Background: an optimization exercise with open tools, aiming at small area and a short achievable clock period. Do not read the settings as production practice. No functional check of the RTL was part of this run.

$ cat flow/run.sh
#!/bin/bash
# synth_recipe.tcl (not shown) runs the flow's synth.tcl, then flattens the netlist and writes it again
# the make line also repeats each setting of config.mk as NAME=value (left out here)
make -C /OpenROAD-flow-scripts/flow DESIGN_CONFIG=/design/flow/config.mk WORK_HOME=/design/flow/orfs CLKGATE_MAP_FILE= SYNTH_SCRIPT=/design/flow/synth_recipe.tcl finish
$ cat flow/config.mk
export PLATFORM = sky130hd
export DESIGN_NAME = thumb
export DESIGN_NICKNAME = thumb
export VERILOG_FILES = /design/flow/design.v
export SDC_FILE = /design/flow/constraint.sdc
export NUM_CORES = 4
export LEC_CHECK = 0
export CAP_MARGIN = 40
export CORE_MARGIN = 2
export CORE_UTILIZATION = 30
export GPL_ROUTABILITY_DRIVEN = 1
export PLACE_DENSITY = 0.45
export SLEW_MARGIN = 20
$ cat flow/constraint.sdc
create_clock -name core_clock -period 15.0 [get_ports {clk}]
set_input_delay 3.0000 -clock core_clock [delete_from_list [all_inputs] [get_ports {clk}]]
set_output_delay 3.0000 -clock core_clock [all_outputs]
set_load 0.01 [all_outputs]
$ cat flow/design.v
module thumb (read_instruction_n, instruction_address,
              instruction, read_data_n, write_data_n,
              data_address, data_in, data_out, reset_n, clk);
  output read_instruction_n;   
  output [32-1:0] instruction_address;  
  input [16-1:0] instruction;   
  output read_data_n;      
  output write_data_n;     
  output [32-1:0] data_address;  
  input [32-1:0] data_in;        
  output [32-1:0] data_out;      
  input reset_n;     
  input clk;         
  reg read_instruction_n, read_data_n, write_data_n;
  wire [32-1:0] instruction_address;
  reg [32-1:0] data_address;
  wire [16-1:0] instruction;
  wire [32-1:0] data_in;
  wire [32-1:0] data_out;
  wire reset_n;
  wire clk;
  reg [32-1:0] PC;         
  reg [32-1:0] LR;         
  reg [32-1:0] SP;         
  reg [16-1:0] IR;        
  reg [32-1:0] R [8-1:0];  
  reg N_Flag;              
  reg Z_Flag;              
  reg C_Flag;              
  reg V_Flag;              
  reg branch_taken;        
  reg [32-1:0] branch_target;  
  reg [32:0] ALU_out;      
  reg [32-1:0] DR;         
  integer i, wb_i;                 
  integer found_i, found_wb_i;     
  reg [16-1:0] IF_IR;     
  reg [32-1:0] IF_PC, ID_PC;            
  reg [32-1:0] ID_Rd, ID_Rn, ID_Rm_Rs;  
  reg [32-1:0] EX_ALU_out; 
  reg [5:0] ID_opcode, EX_opcode;  
  reg [10:0] ID_imm_offset;  
  reg [7:0] EX_imm_offset;   
  reg [3:0] ID_cond;         
  reg [2:0] ID_Rd_code, EX_Rd_code;   
  assign instruction_address = PC;   
  assign data_out = DR;   
  function condition_passed;
    input [3:0] cond_code;   
  begin
    case (cond_code)   
      4'b0000: condition_passed = Z_Flag;   
      4'b0001: condition_passed = ~Z_Flag;  
      4'b0010: condition_passed = C_Flag;   
      4'b0011: condition_passed = ~C_Flag;  
      4'b0100: condition_passed = N_Flag;   
      4'b0101: condition_passed = ~N_Flag;  
      4'b0110: condition_passed = V_Flag;   
      4'b0111: condition_passed = ~V_Flag;  
      4'b1000: condition_passed = (C_Flag & (~Z_Flag));  
      4'b1001: condition_passed = ((~C_Flag) & Z_Flag);  
      4'b1010: condition_passed = (N_Flag == V_Flag);   
      4'b1011: condition_passed = (N_Flag != V_Flag);   
      4'b1100: condition_passed = ~Z_Flag & (N_Flag == V_Flag);
      4'b1101: condition_passed = Z_Flag & (N_Flag != V_Flag);
      4'b1110: condition_passed = 1'b1;     
      default: condition_passed = 1'b1;  
    endcase
  end   
  endfunction   
  always @(negedge reset_n or posedge clk) begin
    if (~reset_n) begin
      PC <= 0;               
      read_instruction_n <= 0;  
      IF_IR <= 16'hDE00;  
    end
    else begin         
      read_instruction_n <= 0;  
      if (branch_taken) begin   
        PC <= branch_target;    
        IF_IR <= 16'hDE00;   
        IF_PC <= branch_target;            
      end
      else begin
        PC <= PC + 2;          
        IF_IR <= instruction;  
        IF_PC <= PC + 2;       
      end
    end
  end   
  always @(posedge clk) begin
    case (IF_IR[16-1:13])
      3'b000: begin  
        case (IF_IR[12:11])
          2'b11: begin
            case (IF_IR[10:9])
              2'b10: begin  
                ID_opcode <= 6'b00_0001;
                ID_imm_offset[2:0] <= IF_IR[8:6];
                ID_Rn <= R[IF_IR[5:3]];
                ID_Rd <= R[IF_IR[2:0]];
                ID_Rd_code <= IF_IR[2:0];
              end
              2'b00: begin
                ID_opcode <= 6'b00_0011;
                ID_Rm_Rs <= R[IF_IR[8:6]];
                ID_Rn <= R[IF_IR[5:3]];
                ID_Rd <= R[IF_IR[2:0]];
                ID_Rd_code <= IF_IR[2:0];
              end
              2'b11: begin
                ID_opcode <= 6'b11_0101;
                ID_imm_offset[2:0] <= IF_IR[8:6];
                ID_Rn <= R[IF_IR[5:3]];
                ID_Rd <= R[IF_IR[2:0]];
                ID_Rd_code <= IF_IR[2:0];
              end
              default: begin  
                ID_opcode <= 6'b11_0111;
                ID_Rm_Rs <= R[IF_IR[8:6]];
                ID_Rn <= R[IF_IR[5:3]];
                ID_Rd <= R[IF_IR[2:0]];
                ID_Rd_code <= IF_IR[2:0];
              end
            endcase
          end  
          2'b10: begin
            ID_opcode <= 6'b00_1000;
            ID_imm_offset[4:0] <= IF_IR[10:6];
            ID_Rm_Rs <= R[IF_IR[5:3]];
            ID_Rd <= R[IF_IR[2:0]];
            ID_Rd_code <= IF_IR[2:0];
          end
          2'b00: begin
            ID_opcode <= 6'b01_1110;
            ID_imm_offset[4:0] <= IF_IR[10:6];
            ID_Rm_Rs <= R[IF_IR[5:3]];
            ID_Rd <= R[IF_IR[2:0]];
            ID_Rd_code <= IF_IR[2:0];
          end
          default: begin  
            ID_opcode <= 6'b10_0000;
            ID_imm_offset[4:0] <= IF_IR[10:6];
            ID_Rm_Rs <= R[IF_IR[5:3]];
            ID_Rd <= R[IF_IR[2:0]];
            ID_Rd_code <= IF_IR[2:0];
          end
        endcase
      end  
      3'b001: begin  
        case (IF_IR[12:11])
          2'b10: begin
            ID_opcode <= 6'b00_0010;
            ID_Rd <= R[IF_IR[10:8]];
            ID_Rd_code <= IF_IR[10:8];
            ID_imm_offset[7:0] <= IF_IR[7:0];
          end
          2'b01: begin
            ID_opcode <= 6'b01_0000;
            ID_Rn <= R[IF_IR[10:8]];
            ID_imm_offset[7:0] <= IF_IR[7:0];
          end
          2'b00: begin
            ID_opcode <= 6'b10_0010;
            ID_Rd <= R[IF_IR[10:8]];
            ID_Rd_code <= IF_IR[10:8];
            ID_imm_offset[7:0] <= IF_IR[7:0];
          end
          default: begin  
            ID_opcode <= 6'b11_0110;
            ID_Rd <= R[IF_IR[10:8]];
            ID_Rd_code <= IF_IR[10:8];
            ID_imm_offset[7:0] <= IF_IR[7:0];
          end
        endcase
      end  
      3'b010: begin  
        casex (IF_IR[12:6])
          7'b000_0101: begin
            ID_opcode <= 6'b00_0000;
            ID_Rm_Rs <= R[IF_IR[5:3]];
            ID_Rd <= R[IF_IR[2:0]];
            ID_Rd_code <= IF_IR[2:0];
          end
          7'b000_0000: begin
            ID_opcode <= 6'b00_0111;
            ID_Rm_Rs <= R[IF_IR[5:3]];
            ID_Rd <= R[IF_IR[2:0]];
            ID_Rd_code <= IF_IR[2:0];
          end
          7'b000_0100: begin
            ID_opcode <= 6'b00_1001;
            ID_Rm_Rs <= R[IF_IR[5:3]];
            ID_Rd <= R[IF_IR[2:0]];
            ID_Rd_code <= IF_IR[2:0];
          end
          7'b000_1110: begin
            ID_opcode <= 6'b00_1100;
            ID_Rm_Rs <= R[IF_IR[5:3]];
            ID_Rd <= R[IF_IR[2:0]];
            ID_Rd_code <= IF_IR[2:0];
          end
          7'b000_1011: begin
            ID_opcode <= 6'b00_1111;
            ID_Rm_Rs <= R[IF_IR[5:3]];
            ID_Rn <= R[IF_IR[2:0]];
          end
          7'b000_1010: begin
            ID_opcode <= 6'b01_0001;
            ID_Rm_Rs <= R[IF_IR[5:3]];
            ID_Rn <= R[IF_IR[2:0]];
          end
          7'b000_0001: begin
            ID_opcode <= 6'b01_0010;
            ID_Rm_Rs <= R[IF_IR[5:3]];
            ID_Rd <= R[IF_IR[2:0]];
            ID_Rd_code <= IF_IR[2:0];
          end
          7'b000_0010: begin
            ID_opcode <= 6'b01_1111;
            ID_Rm_Rs <= R[IF_IR[5:3]];
            ID_Rd <= R[IF_IR[2:0]];
            ID_Rd_code <= IF_IR[2:0];
          end
          7'b000_0011: begin
            ID_opcode <= 6'b10_0001;
            ID_Rm_Rs <= R[IF_IR[5:3]];
            ID_Rd <= R[IF_IR[2:0]];
            ID_Rd_code <= IF_IR[2:0];
          end
          7'b000_0111: begin
            ID_opcode <= 6'b10_1011;
            ID_Rm_Rs <= R[IF_IR[5:3]];
            ID_Rd <= R[IF_IR[2:0]];
            ID_Rd_code <= IF_IR[2:0];
          end
          7'b000_0110: begin
            ID_opcode <= 6'b10_1100;
            ID_Rm_Rs <= R[IF_IR[5:3]];
            ID_Rd <= R[IF_IR[2:0]];
            ID_Rd_code <= IF_IR[2:0];
          end
          7'b000_1101: begin
            ID_opcode <= 6'b10_0011;
            ID_Rm_Rs <= R[IF_IR[5:3]];
            ID_Rd <= R[IF_IR[2:0]];
            ID_Rd_code <= IF_IR[2:0];
          end
          7'b000_1111: begin
            ID_opcode <= 6'b10_0100;
            ID_Rm_Rs <= R[IF_IR[5:3]];
            ID_Rd <= R[IF_IR[2:0]];
            ID_Rd_code <= IF_IR[2:0];
          end
          7'b000_1001: begin
            ID_opcode <= 6'b10_0101;
            ID_Rm_Rs <= R[IF_IR[5:3]];
            ID_Rd <= R[IF_IR[2:0]];
            ID_Rd_code <= IF_IR[2:0];
          end
          7'b000_1100: begin
            ID_opcode <= 6'b10_0110;
            ID_Rm_Rs <= R[IF_IR[5:3]];
            ID_Rd <= R[IF_IR[2:0]];
            ID_Rd_code <= IF_IR[2:0];
          end
          7'b000_1000: begin
            ID_opcode <= 6'b11_1010;
            ID_Rm_Rs <= R[IF_IR[5:3]];
            ID_Rn <= R[IF_IR[2:0]];
          end
          7'b1100_xxx: begin
            ID_opcode <= 6'b01_0101;
            ID_Rm_Rs <= R[IF_IR[8:6]];
            ID_Rn <= R[IF_IR[5:3]];
            ID_Rd <= R[IF_IR[2:0]];
            ID_Rd_code <= IF_IR[2:0];
          end
          7'b01_xxxxx: begin
            ID_opcode <= 6'b01_0110;
            ID_Rd <= R[IF_IR[10:8]];
            ID_Rd_code <= IF_IR[10:8];
            ID_imm_offset[7:0] <= IF_IR[7:0];
          end
          7'b1110_xxx: begin
            ID_opcode <= 6'b01_1001;
            ID_Rm_Rs <= R[IF_IR[8:6]];
            ID_Rn <= R[IF_IR[5:3]];
            ID_Rd <= R[IF_IR[2:0]];
            ID_Rd_code <= IF_IR[2:0];
          end
          7'b1101_xxx: begin
            ID_opcode <= 6'b01_1011;
            ID_Rm_Rs <= R[IF_IR[8:6]];
            ID_Rn <= R[IF_IR[5:3]];
            ID_Rd <= R[IF_IR[2:0]];
            ID_Rd_code <= IF_IR[2:0];
          end
          7'b1011_xxx: begin
            ID_opcode <= 6'b01_1100;
            ID_Rm_Rs <= R[IF_IR[8:6]];
            ID_Rn <= R[IF_IR[5:3]];
            ID_Rd <= R[IF_IR[2:0]];
            ID_Rd_code <= IF_IR[2:0];
          end
          7'b1111_xxx: begin
            ID_opcode <= 6'b01_1101;
            ID_Rm_Rs <= R[IF_IR[8:6]];
            ID_Rn <= R[IF_IR[5:3]];
            ID_Rd <= R[IF_IR[2:0]];
            ID_Rd_code <= IF_IR[2:0];
          end
          7'b1000_xxx: begin
            ID_opcode <= 6'b10_1111;
            ID_Rm_Rs <= R[IF_IR[8:6]];
            ID_Rn <= R[IF_IR[5:3]];
            ID_Rd <= R[IF_IR[2:0]];
            ID_Rd_code <= IF_IR[2:0];
          end
          7'b1010_xxx: begin
            ID_opcode <= 6'b11_0010;
            ID_Rm_Rs <= R[IF_IR[8:6]];
            ID_Rn <= R[IF_IR[5:3]];
            ID_Rd <= R[IF_IR[2:0]];
            ID_Rd_code <= IF_IR[2:0];
          end
          7'b1001_xxx: begin
            ID_opcode <= 6'b11_0100;
            ID_Rm_Rs <= R[IF_IR[8:6]];
            ID_Rn <= R[IF_IR[5:3]];
            ID_Rd <= R[IF_IR[2:0]];
            ID_Rd_code <= IF_IR[2:0];
          end
          default: ID_opcode <= 6'b11_1111;
        endcase
      end  
      3'b011: begin  
        case (IF_IR[12:11])
          2'b01: begin
            ID_opcode <= 6'b01_0100;
            ID_imm_offset[4:0] <= IF_IR[10:6];
            ID_Rn <= R[IF_IR[5:3]];
            ID_Rd <= R[IF_IR[2:0]];
            ID_Rd_code <= IF_IR[2:0];
          end
          2'b11: begin
            ID_opcode <= 6'b01_1000;
            ID_imm_offset[4:0] <= IF_IR[10:6];
            ID_Rn <= R[IF_IR[5:3]];
            ID_Rd <= R[IF_IR[2:0]];
            ID_Rd_code <= IF_IR[2:0];
          end
          2'b00: begin
            ID_opcode <= 6'b10_1110;
            ID_imm_offset[4:0] <= IF_IR[10:6];
            ID_Rn <= R[IF_IR[5:3]];
            ID_Rd <= R[IF_IR[2:0]];
            ID_Rd_code <= IF_IR[2:0];
          end
          default: begin  
            ID_opcode <= 6'b11_0001;
            ID_imm_offset[4:0] <= IF_IR[10:6];
            ID_Rn <= R[IF_IR[5:3]];
            ID_Rd <= R[IF_IR[2:0]];
            ID_Rd_code <= IF_IR[2:0];
          end
        endcase
      end  
      3'b100: begin  
        case (IF_IR[12:11])
          2'b11: begin
            ID_opcode <= 6'b01_0111;
            ID_Rd <= R[IF_IR[10:8]];
            ID_Rd_code <= IF_IR[10:8];
            ID_imm_offset[7:0] <= IF_IR[7:0];
          end
          2'b01: begin
            ID_opcode <= 6'b01_1010;
            ID_imm_offset[4:0] <= IF_IR[10:6];
            ID_Rn <= R[IF_IR[5:3]];
            ID_Rd <= R[IF_IR[2:0]];
            ID_Rd_code <= IF_IR[2:0];
          end
          2'b10: begin
            ID_opcode <= 6'b11_0000;
            ID_Rd <= R[IF_IR[10:8]];
            ID_Rd_code <= IF_IR[10:8];
            ID_imm_offset[7:0] <= IF_IR[7:0];
          end
          default: begin  
            ID_opcode <= 6'b11_0011;
            ID_imm_offset[4:0] <= IF_IR[10:6];
            ID_Rn <= R[IF_IR[5:3]];
            ID_Rd <= R[IF_IR[2:0]];
            ID_Rd_code <= IF_IR[2:0];
          end
        endcase
      end  
      3'b101: begin  
        case (IF_IR[12:11])
          2'b00: begin  
            ID_opcode <= 6'b00_0100;
            ID_Rd <= R[IF_IR[10:8]];
            ID_Rd_code <= IF_IR[10:8];
            ID_imm_offset[7:0] <= IF_IR[7:0];
          end
          2'b01: begin  
            ID_opcode <= 6'b00_0101;
            ID_Rd <= R[IF_IR[10:8]];
            ID_Rd_code <= IF_IR[10:8];
            ID_imm_offset[7:0] <= IF_IR[7:0];
          end
          2'b10: begin  
            case (IF_IR[10:8])
              3'b000: begin
                if (IF_IR[7] == 1'b0) begin
                  ID_opcode <= 6'b00_0110;
                  ID_imm_offset[6:0] <= IF_IR[6:0];
                end
                else begin  
                  ID_opcode <= 6'b11_1000;
                  ID_imm_offset[6:0] <= IF_IR[6:0];
                end
              end
              3'b100: begin
                ID_opcode <= 6'b10_1001;
                ID_imm_offset[7:0] <= IF_IR[7:0];
              end
              3'b101: begin
                ID_opcode <= 6'b10_1010;
                ID_imm_offset[7:0] <= IF_IR[7:0];
              end
              default: ID_opcode <= 6'b11_1111;
            endcase
          end  
          default: begin  
            case (IF_IR[10:8])
              3'b100: begin
                ID_opcode <= 6'b10_0111;
                ID_imm_offset[7:0] <= IF_IR[7:0];
              end
              3'b101: begin
                ID_opcode <= 6'b10_1000;
                ID_imm_offset[7:0] <= IF_IR[7:0];
              end
              default: ID_opcode <= 6'b11_1111;
            endcase
          end  
        endcase
      end  
      3'b110: begin  
        case (IF_IR[12:11])
          2'b01: begin
            ID_opcode <= 6'b01_0011;
            ID_Rn <= R[IF_IR[10:8]];
            ID_imm_offset[7:0] <= IF_IR[7:0];
          end
          2'b00: begin
            ID_opcode <= 6'b10_1101;
            ID_Rn <= R[IF_IR[10:8]];
            ID_imm_offset[7:0] <= IF_IR[7:0];
          end
          default: begin  
            if (IF_IR[11:8] == 4'b1110) ID_opcode <= 6'b11_1111;
            else if (IF_IR[11:8] == 4'b1111) begin
              ID_opcode <= 6'b11_1001;  
              ID_imm_offset[7:0] <= IF_IR[7:0];
            end
            else begin  
              ID_opcode <= 6'b00_1010;
              ID_cond <= IF_IR[11:8];
              ID_imm_offset[7:0] <= IF_IR[7:0];
            end
          end  
        endcase
      end  
      3'b111: begin  
        case (IF_IR[12:11])
          2'b00: begin
            ID_opcode <= 6'b00_1011;
            ID_imm_offset <= IF_IR[10:0];
          end
          2'b10: begin
            ID_opcode <= 6'b00_1101;
            ID_imm_offset <= IF_IR[10:0];
          end
          2'b11: begin
            ID_opcode <= 6'b00_1110;
            ID_imm_offset <= IF_IR[10:0];
          end   
          default: ID_opcode <= 6'b11_1111;
        endcase
      end  
      default: ID_opcode <= 6'b11_1111;  
    endcase
    if (branch_taken)
      ID_opcode <= 6'b11_1111;
    ID_PC <= IF_PC;
  end   
  always @(negedge reset_n or posedge clk) begin
    if (~reset_n) begin
      branch_taken <= 1'b0;   
      read_data_n <= 1'b1;    
      write_data_n <= 1'b1;
      EX_opcode <= 6'b11_1111;    
      SP <= 0;
      LR <= 0;
      N_Flag <= 1'b0;
      Z_Flag <= 1'b0;
      C_Flag <= 1'b0;
      V_Flag <= 1'b0;
    end
    else begin   
      read_data_n <= 1'b1;    
      write_data_n <= 1'b1;
      if (branch_taken) begin
        EX_opcode <= 6'b11_1111;
        branch_taken <= 1'b0;
      end
      else begin
        case (ID_opcode)   
          6'b00_0000: ALU_out = ID_Rd + ID_Rm_Rs + C_Flag;
          6'b00_0001: ALU_out = ID_Rn + ID_imm_offset[2:0];
          6'b00_0010: ALU_out = ID_Rd + ID_imm_offset[7:0];
          6'b00_0011: ALU_out = ID_Rn + ID_Rm_Rs;
          6'b00_0100: EX_ALU_out <= (ID_PC & 33'hfffffffc)
            + {ID_imm_offset[7:0], 2'b00};  
          6'b00_0101: EX_ALU_out <= SP + {ID_imm_offset[7:0], 2'b00};
          6'b00_0110: SP <= SP + {ID_imm_offset[6:0], 2'b00};
          6'b00_0111: ALU_out = ID_Rd & ID_Rm_Rs;
          6'b00_1000: begin
            if (ID_imm_offset[4:0] == 0) begin
              if (ID_Rm_Rs[32-1] == 0)
                ALU_out = 0;
              else
                ALU_out = 33'h1ffffffff;  
            end
            else begin   
              ALU_out = {1'b0, ID_Rm_Rs};
              for (i = 0;  i < 32;  i = i + 1) begin
                if (i < ID_imm_offset[4:0]) begin
                  {ALU_out[32-1:0], ALU_out[32]} =
                    {ALU_out[32-1:0], ALU_out[32]} >> 1;
                  ALU_out[32-1] = ID_Rm_Rs[32-1];
                end  
              end  
            end  
          end  
          6'b00_1001: begin
            if (ID_Rm_Rs[7:0] < 32) begin
              ALU_out = {1'b0, ID_Rd};
              for (i = 0;  i < 32;  i = i + 1) begin
                if (i < ID_Rm_Rs[7:0]) begin
                  {ALU_out[32-1:0], ALU_out[32]} =
                    {ALU_out[32-1:0], ALU_out[32]} >> 1;
                  ALU_out[32-1] = ID_Rd[32-1];
                end  
              end  
            end  
            else begin  
              if (ID_Rd[32-1] == 0)
                ALU_out = 0;
              else  
                ALU_out = 33'h1ffffffff;  
            end  
          end  
          6'b00_1010: begin   
            if (condition_passed(ID_cond)) begin
              for (i = 32-1;  i > 8;  i = i - 1)
                ALU_out[i] = ID_imm_offset[7];  
              ALU_out[8:1] = ID_imm_offset[7:0];
              ALU_out[0] = 1'b0;
              branch_taken <= 1'b1;
              branch_target <= ID_PC+2 + ALU_out[32-1:0];
            end
          end  
          6'b00_1011: begin   
            for (i = 32-1;  i > 11;  i = i - 1)
              ALU_out[i] = ID_imm_offset[10];  
            ALU_out[11:1] = ID_imm_offset[10:0];
            ALU_out[0] = 1'b0;
            branch_taken <= 1'b1;
            branch_target <= (ID_PC+2) + ALU_out[32-1:0];
          end  
          6'b00_1100: ALU_out[32-1:0] = ID_Rd & (~ID_Rm_Rs);
          6'b00_1101: begin
            for (i = 32-1;  i > 22;  i = i - 1)
              ALU_out[i] = ID_imm_offset[10];
            ALU_out[22:12] = ID_imm_offset[10:0];
            for (i = 11;  i >= 0;  i = i - 1)
              ALU_out[i] = 1'b0;
            LR <= ID_PC + ALU_out[32-1:0];
          end  
          6'b00_1110: begin
            ALU_out = LR + {ID_imm_offset[10:0], 1'b0};
            branch_taken <= 1'b1;
            branch_target <= ALU_out[32-1:0];
            LR <= ALU_out[32-1:0] | 'h00000001;
          end  
          6'b00_1111: ALU_out = ID_Rn + ID_Rm_Rs;
          6'b01_0000: ALU_out = ID_Rn - ID_imm_offset[7:0];
          6'b01_0001: ALU_out = ID_Rn - ID_Rm_Rs;
          6'b01_0010: ALU_out = ID_Rd ^ ID_Rm_Rs;  
          6'b01_0100: ALU_out = ID_Rn + {ID_imm_offset[4:0], 2'b00};
          6'b01_0101, 6'b01_1001, 6'b01_1011, 6'b01_1100, 6'b01_1101:
                  ALU_out = ID_Rn + ID_Rm_Rs;
          6'b01_0110: ALU_out = {ID_PC[32-1:2], 2'b00}
                            + {ID_imm_offset[7:0], 2'b00};
          6'b01_0111: ALU_out = SP + {ID_imm_offset[7:0], 2'b00};
          6'b01_1000: ALU_out = ID_Rn + ID_imm_offset[4:0];
          6'b01_1010: ALU_out = ID_Rn + {ID_imm_offset[4:0], 1'b0};
          6'b01_1110: ALU_out = {1'b0,ID_Rm_Rs} <<ID_imm_offset[4:0];
          6'b01_1111: if (ID_Rm_Rs[7:0] <= 32)
                    ALU_out = {1'b0, ID_Rd} << ID_Rm_Rs[7:0];
                  else
                    ALU_out = 0;
          6'b10_0000: {ALU_out[32-1:0], ALU_out[32]}
                    = {ID_Rm_Rs, 1'b0} >> ID_imm_offset[4:0];         
          6'b10_0001: if (ID_Rm_Rs[7:0] <= 32)
                    {ALU_out[32-1:0],ALU_out[32]}
                      = {ID_Rd, 1'b0} >> ID_Rm_Rs[7:0];         
                  else
                    ALU_out = 0;
          6'b10_0010: ALU_out[32-1:0] =
                    {24'b0, ID_imm_offset[7:0]};
          6'b10_0011: ALU_out[32-1:0] = ID_Rd * ID_Rm_Rs;
          6'b10_0100: ALU_out[32-1:0] = ~ID_Rm_Rs;
          6'b10_0101: ALU_out = 0 - {ID_Rm_Rs[32-1], ID_Rm_Rs};
          6'b10_0110: ALU_out[32-1:0] = ID_Rd | ID_Rm_Rs;
          6'b10_0111: begin  
            data_address <= SP;
            read_data_n <= 1'b0;
            SP <= SP + 4;
            EX_imm_offset[7:0] <= ID_imm_offset[7:0];
          end  
          6'b10_1001: begin  
            ALU_out[32-1:0] = SP - 4;
            found_i = 0;
            for (i = 0;  i < 8; i = i + 1)
              if (ID_imm_offset[i])  
                found_i = i;
            DR <= R[found_i];
            write_data_n <= 1'b0;
            data_address <= ALU_out[32-1:0];
            SP <= ALU_out[32-1:0];
            EX_imm_offset[7:0] <= ID_imm_offset[7:0];
          end  
          6'b10_1011: {ALU_out[32-1:0], ALU_out[32]} =
                    {ID_Rd, 1'b0} >> ID_Rm_Rs[4:0];         
          6'b10_1100: ALU_out = ID_Rd - ID_Rm_Rs - (~C_Flag);
          6'b10_1110: ALU_out = ID_Rn + {ID_imm_offset[4:0], 2'b00};
          6'b10_1111, 6'b11_0010, 6'b11_0100:
                  ALU_out = ID_Rn + ID_Rm_Rs;
          6'b11_0000: ALU_out = SP + {ID_imm_offset[7:0], 2'b00};
          6'b11_0001: ALU_out = ID_Rn + ID_imm_offset[4:0];
          6'b11_0011: ALU_out = ID_Rn + {ID_imm_offset[4:0], 1'b0};
          6'b11_0101: ALU_out = ID_Rn - ID_imm_offset[2:0];
          6'b11_0110: ALU_out = ID_Rd - ID_imm_offset[7:0];
          6'b11_0111: ALU_out = ID_Rn - ID_Rm_Rs;
          6'b11_1000: SP <= SP - {ID_imm_offset[6:0], 2'b00};
          6'b11_1001: begin  
            branch_taken <= 1'b1;
            branch_target <= ID_PC - 2;  
          end
          6'b11_1010: begin
            ALU_out = ID_Rn & ID_Rm_Rs;
            N_Flag <= ALU_out[32-1];
            Z_Flag <= (ALU_out[32-1:0] == 0);
          end
          default: ALU_out = 'bx;   
        endcase
        case (ID_opcode)   
          6'b00_0001: begin  
            EX_ALU_out[32-1:0] <=ALU_out[32-1:0];
            N_Flag <= ALU_out[32-1];
            Z_Flag <= (ALU_out[32-1:0] == 0);
            if (ID_imm_offset[2:0] != 3'b000) begin   
              C_Flag <= ALU_out[32];
              V_Flag <=
                (ALU_out[32] != ALU_out[32-1]);
            end
          end
          6'b00_0000, 6'b00_0010, 6'b00_0011, 6'b00_1111, 6'b01_0000, 6'b01_0001,
          6'b10_0101, 6'b10_1100, 6'b11_0101, 6'b11_0110, 6'b11_0111: begin
            EX_ALU_out[32-1:0] <= ALU_out[32-1:0];
            N_Flag <= ALU_out[32-1];
            Z_Flag <= (ALU_out[32-1:0] == 0);
            C_Flag <= ALU_out[32];
            V_Flag <=
              (ALU_out[32] != ALU_out[32-1]);
          end
          6'b00_1000, 6'b00_1001, 6'b01_1110, 6'b01_1111, 6'b10_0001: begin
            EX_ALU_out[32-1:0] <=ALU_out[32-1:0];
            N_Flag <= ALU_out[32-1];
            Z_Flag <= (ALU_out[32-1:0] == 0);
            C_Flag <= ALU_out[32];
          end
          6'b01_0100, 6'b01_0101, 6'b01_0110, 6'b01_0111, 6'b01_1000, 6'b01_1001,
          6'b01_1010, 6'b01_1011, 6'b01_1100, 6'b01_1101: begin
            data_address <= ALU_out[32-1:0];
            read_data_n <= 1'b0;
          end
          6'b10_0000: begin
            if (ID_imm_offset[4:0] == 0) begin
              C_Flag <= ALU_out[32-1];
              EX_ALU_out[32-1:0] <= 'b0;
            end
            else begin
              C_Flag <= ALU_out[32];
              EX_ALU_out[32-1:0] <=
                ALU_out[32-1:0];
            end
            N_Flag <= ALU_out[32-1];
            Z_Flag <= (ALU_out[32-1:0] == 0);
          end  
          6'b00_0111, 6'b00_1100, 6'b01_0010, 6'b10_0010, 6'b10_0011, 6'b10_0100, 6'b10_0110: begin
            EX_ALU_out[32-1:0] <=
              ALU_out[32-1:0];
            N_Flag <= ALU_out[32-1];
            Z_Flag <= (ALU_out[32-1:0] == 0);
          end
          6'b10_1011: begin
            if (ID_Rm_Rs[7:0] == 0)
              EX_ALU_out[32-1:0] <= ID_Rd;
            else if (ID_Rm_Rs[4:0] == 0) begin
              C_Flag <= ALU_out[32-1];
              EX_ALU_out[32-1:0] <= ID_Rd;
            end
            else begin  
              C_Flag <= ALU_out[32];
              EX_ALU_out[32-1:0] <=
                ALU_out[32-1:0];
            end
            N_Flag <= ALU_out[32-1];
            Z_Flag <= (ALU_out[32-1:0] == 0);
          end  
          6'b00_0100, 6'b00_0101: ;  
          6'b10_1110, 6'b10_1111, 6'b11_0000, 6'b11_0001, 6'b11_0010, 6'b11_0011,
          6'b11_0100: begin
            data_address <= ALU_out[32-1:0];
            DR <= ID_Rd;
            write_data_n <= 1'b0;
          end
          default: EX_ALU_out <= 'bx;
        endcase  
        EX_opcode <= ID_opcode;
        EX_Rd_code <= ID_Rd_code;
      end  
    end  
  end  
  always @(negedge reset_n or posedge clk) begin
    if (~reset_n)
      for (wb_i = 0;  wb_i < 8;  wb_i = wb_i + 1)
        R[wb_i] <= 'hffffffff;   
    else case (EX_opcode)
      6'b00_0000, 6'b00_0001, 6'b00_0010, 6'b00_0011, 6'b00_0100, 6'b00_0101, 6'b00_0111,
      6'b00_1000, 6'b00_1001, 6'b00_1100, 6'b01_0010, 6'b01_1110, 6'b01_1111, 6'b10_0000,
      6'b10_0001, 6'b10_0010, 6'b10_0011, 6'b10_0100, 6'b10_0101, 6'b10_1011,
      6'b10_1100, 6'b11_0101, 6'b11_0110, 6'b11_0111:
        R[EX_Rd_code] <= EX_ALU_out;   
      6'b01_0100, 6'b01_0101, 6'b01_0110, 6'b01_0111:
        R[EX_Rd_code] <= data_in;   
      6'b01_1000, 6'b01_1001: R[EX_Rd_code] <= {24'b0, data_in[7:0]};
      6'b01_1010, 6'b01_1011: R[EX_Rd_code] <=
                    {16'b0, data_in[16-1:0]};
      6'b01_1100: if (data_in[7])
                R[EX_Rd_code] <= {24'hffffff, data_in[7:0]};
              else
                R[EX_Rd_code] <= {24'h000000, data_in[7:0]};
      6'b01_1101: if (data_in[16-1])
                R[EX_Rd_code] <=              
                  {16'hffff, data_in[16-1:0]};
              else
                R[EX_Rd_code] <=              
                  {16'h0000, data_in[16-1:0]};
      6'b10_0111: begin
        found_wb_i = 0;
        for (wb_i = 0;  wb_i < 8;  wb_i = wb_i + 1)
          if (EX_imm_offset[wb_i])  
            found_wb_i = wb_i;
        R[found_wb_i] <= data_in;
      end  
      6'b11_1111: found_wb_i = 32'bx;
      default: found_wb_i = 32'bx;
    endcase
  end  
endmodule
==> run summary <==
[per-layer routing]
layer,track usage (%),part of all wire (%),up-vias
met5,0,0.052,-
met1,58.40,39,61160
met4,37.54,9.9,42
met2,64.57,39,9471
met3,16.45,12,2387
li1,-,-,48890
[registers in the layout, summed over array words and instances, names as in the netlist, 3 cells and up]
signal	count
ID_Rm_Rs	32
EX_Rd_code	3
ALU_out	33
ID_cond	4
IF_IR	16
ID_opcode	6
ID_Rd	32
LR	32
ID_PC	32
EX_ALU_out	32
SP	30
IF_PC	32
ID_Rd_code	3
EX_imm_offset	7
branch_target	32
PC	32
EX_opcode	6
ID_Rn	32
data_address	32
R	256
DR	32
ID_imm_offset	11
[path summary, 6_finish.rpt]
| path | cells after the start | endpoint | from | slack [ps] |
|---|---|---|---|---|
| max | 37 | Z_Flag | ID_Rd[14] | 3700 |
| min | 0 | ID_PC[22] | IF_PC[22] | 280 |
| max reg2reg | 37 | Z_Flag | ID_Rd[14] | 3700 |
| min reg2reg | 0 | ID_PC[22] | IF_PC[22] | 280 |
| max in group asynchronous | 3 | SP[22] | reset_n | 10870 |
| min in group asynchronous | 1 | IF_IR[4] | reset_n | 2110 |
[kinds of logic after synthesis]
logic type,Yosys count
compound gates,4157
xor+xnor,556
fa+ha+maj,904
buf+inv,1860
flops,734
mux,520
other cells,1
simple gates,4634
[Yosys cell counts (317+ instances only)]
library cell  instances
xnor2_1             363
edfxtp_1            317
inv_1               783
clkbuf_1            785
a21oi_1             950
nor3_1              335
ha_1                478
nor2_1             1313
o21ai_0            1096
nand2_1            1888
fa_1                426
nand3_1             363
[cell type report]
class | count | area share, %
Sequential cell | 734 | 17.32
Antenna cell | 97 | 0.2089
Multi-Input combinational cell | 10770 | 64.29
Timing Repair Buffer | 1086 | 7.838
Clock inverter | 56 | 0.4554
Tap cell | 4515 | 4.861
Inverter | 831 | 2.687
Clock buffer | 121 | 2.335
[worst max-delay path, delay by kind of cell (launching register included)]
kind / cells / cell delay [ps]
flip-flops: 1 / 340
AND/OR/NAND/NOR: 10 / 2190
buffers and inverters: 9 / 1890
AO/OA/AOI/OAI: 9 / 2210
adder cells (fa/ha/maj): 9 / 4420
[stage by stage]
stage               worst slack [ps]  hold slack, ps  area (µm²)  std cells
floorplan                       3525           323.3      101100      13370
global placement                3303           325.2      110400      17700
detailed placement              3462           326.9      112200      17880
CTS                             3347           273.1      115400      18060
global route                    3221           319.6      116000      18130
finish                          3704           284.0      116200      18210
==> results.toml <==
[final_layout]
seq_area_um2 = 20130
layout_commonest_cell = "nand2_1"
areaGrowthSynthToFinish_pct = 14.95
drive_above_1_share_pct = 14.44
fin_nets = 14480
fillers = 36260
multiInputGateArea_um2 = 74720
fin_util_pct = 34.58
final_cell_mix = "1879 x nand2_1, 1276 x nor2_1, 1077 x o21ai_0"

[detailed_routing]
vias = 121900
finalWirelength_mm = 826.0
drcViolationCount = 0
drtIter0Drc = 20140
dr.pass1.iters = 10
wl_per_cell_um = 45.36
ant_nets = 0
avgViaCountPerCell = 6.696

[setup_path]
worstPathMaxFanout = 11
crit_top_cell = "fa_1"
required_ps = 15720
cpMaxStageDelayCell = "clkinv_1"
startpoint_type = "flop"
crit_arrival_ps = 12010
critPathMaxStageDelay_ps = 790
crit_type = "reg2reg"
end_kind = "flop"

[grt]
grtUsageTotal_pct = 46.77
grt-ovfl-total = 0
grt_pass1_vias = 111200
grt_pass1_wl_mm = 1081
grt_antenna_before_repair = 136
grt_max_degree = 83

[synthesis]
ys_seq_area_share_pct = 19.88
synth_area_leaders = "edfxtp_1 9.4%, fa_1 8.4%, dfstp_2 7.0%"
synth_top_family_by_area = "compound AO/OA/AOI/OAI gates"
synth_compound_area_share_pct = 26.97
syn_avg_cell_area_um2 = 7.564
ys.flop_type = "edfxtp_1"
ys_warn_count = 2
syn_inst = 13370
synthMuxAreaShare_pct = 6.693
synth_cell_types = 127
synthArstFlopShare_pct = 51.63
yosysTopAreaCellShare_pct = 9.415
synth-edff-count = 317
synth_area_um2 = 101100
ys_seq_elements = 734
synth_nets = 14320
synth_top_cell_by_area = "edfxtp_1"
synthAdderAreaFrac_pct = 14.35
synth-xor-area-share_pct = 4.817
synth-simple-area-share_pct = 20.23

[floorplanning]
start_util_pct = 30.08
rows = 213
die_w_um = 584.5
core-area_um2 = 336100
die_y_um = 584.5
dieArea_um2 = 341700
io_pins = 149

[clocking]
hold_buffers = 0
htreeDepth = 3
post_cts_buffers = 0
numCtsBuffers = 98
clk_pin_slew_ps = 60
cts.repair.resized = 0
cts.sinks = 734
clk_latency_ps = 910
clockBufferDepth = 4
clockRootBuffer = "clkbuf_16"
cts_tree = "built"

[timing]
finalSetupTns_ps = 0
final_max_slew_viol_count = 0
period_share_pct = 75.31
fin_crit_ps = 11300
worst_slew_pin_slew_ps = 1167
setup_viol = 0
relSlewSlack_pct = 21.94
finalClockSkew_ps = 118.2
final_hold_viol_count = 0
fmax_mhz = 88.52
rsz0062_at_grt = "no"

[job]
drv_cap = 0

[place]
gp_congestion = 1.147
io_buffers = 147
dp_hpwl_mm = 640.7

[run_status]
status = "finished clean"

[hold_path]
hold_class = "reg2reg"

re-timing with driven ports:
In the flow no input, the clock included, has a driving cell. The finished layout below was timed again as built, in two steps. Step 1, drivers: a clkbuf_16 drives clk and a buf_2 each remaining input, both assumed. Step 2, shift: input delay + t, output delay - t, t = (earliest + latest rising clock arrival at the registers) / 2. This alone moves slack from input paths to output paths. a / b / c = no drivers / after step 1 / after step 2; a / b = the first two.
t, ns: 0.964
setup WS [ns]: 3.704 / 3.704 / 3.704
hold WS [ns]: 0.284 / 0.284 / 0.284
clock arrival spread, ns: 0.121 / 0.121
After both steps setup and hold are still met in this run. The setup slack of this run moves by 0.000 ns with the drivers and by 0.000 ns with both steps.
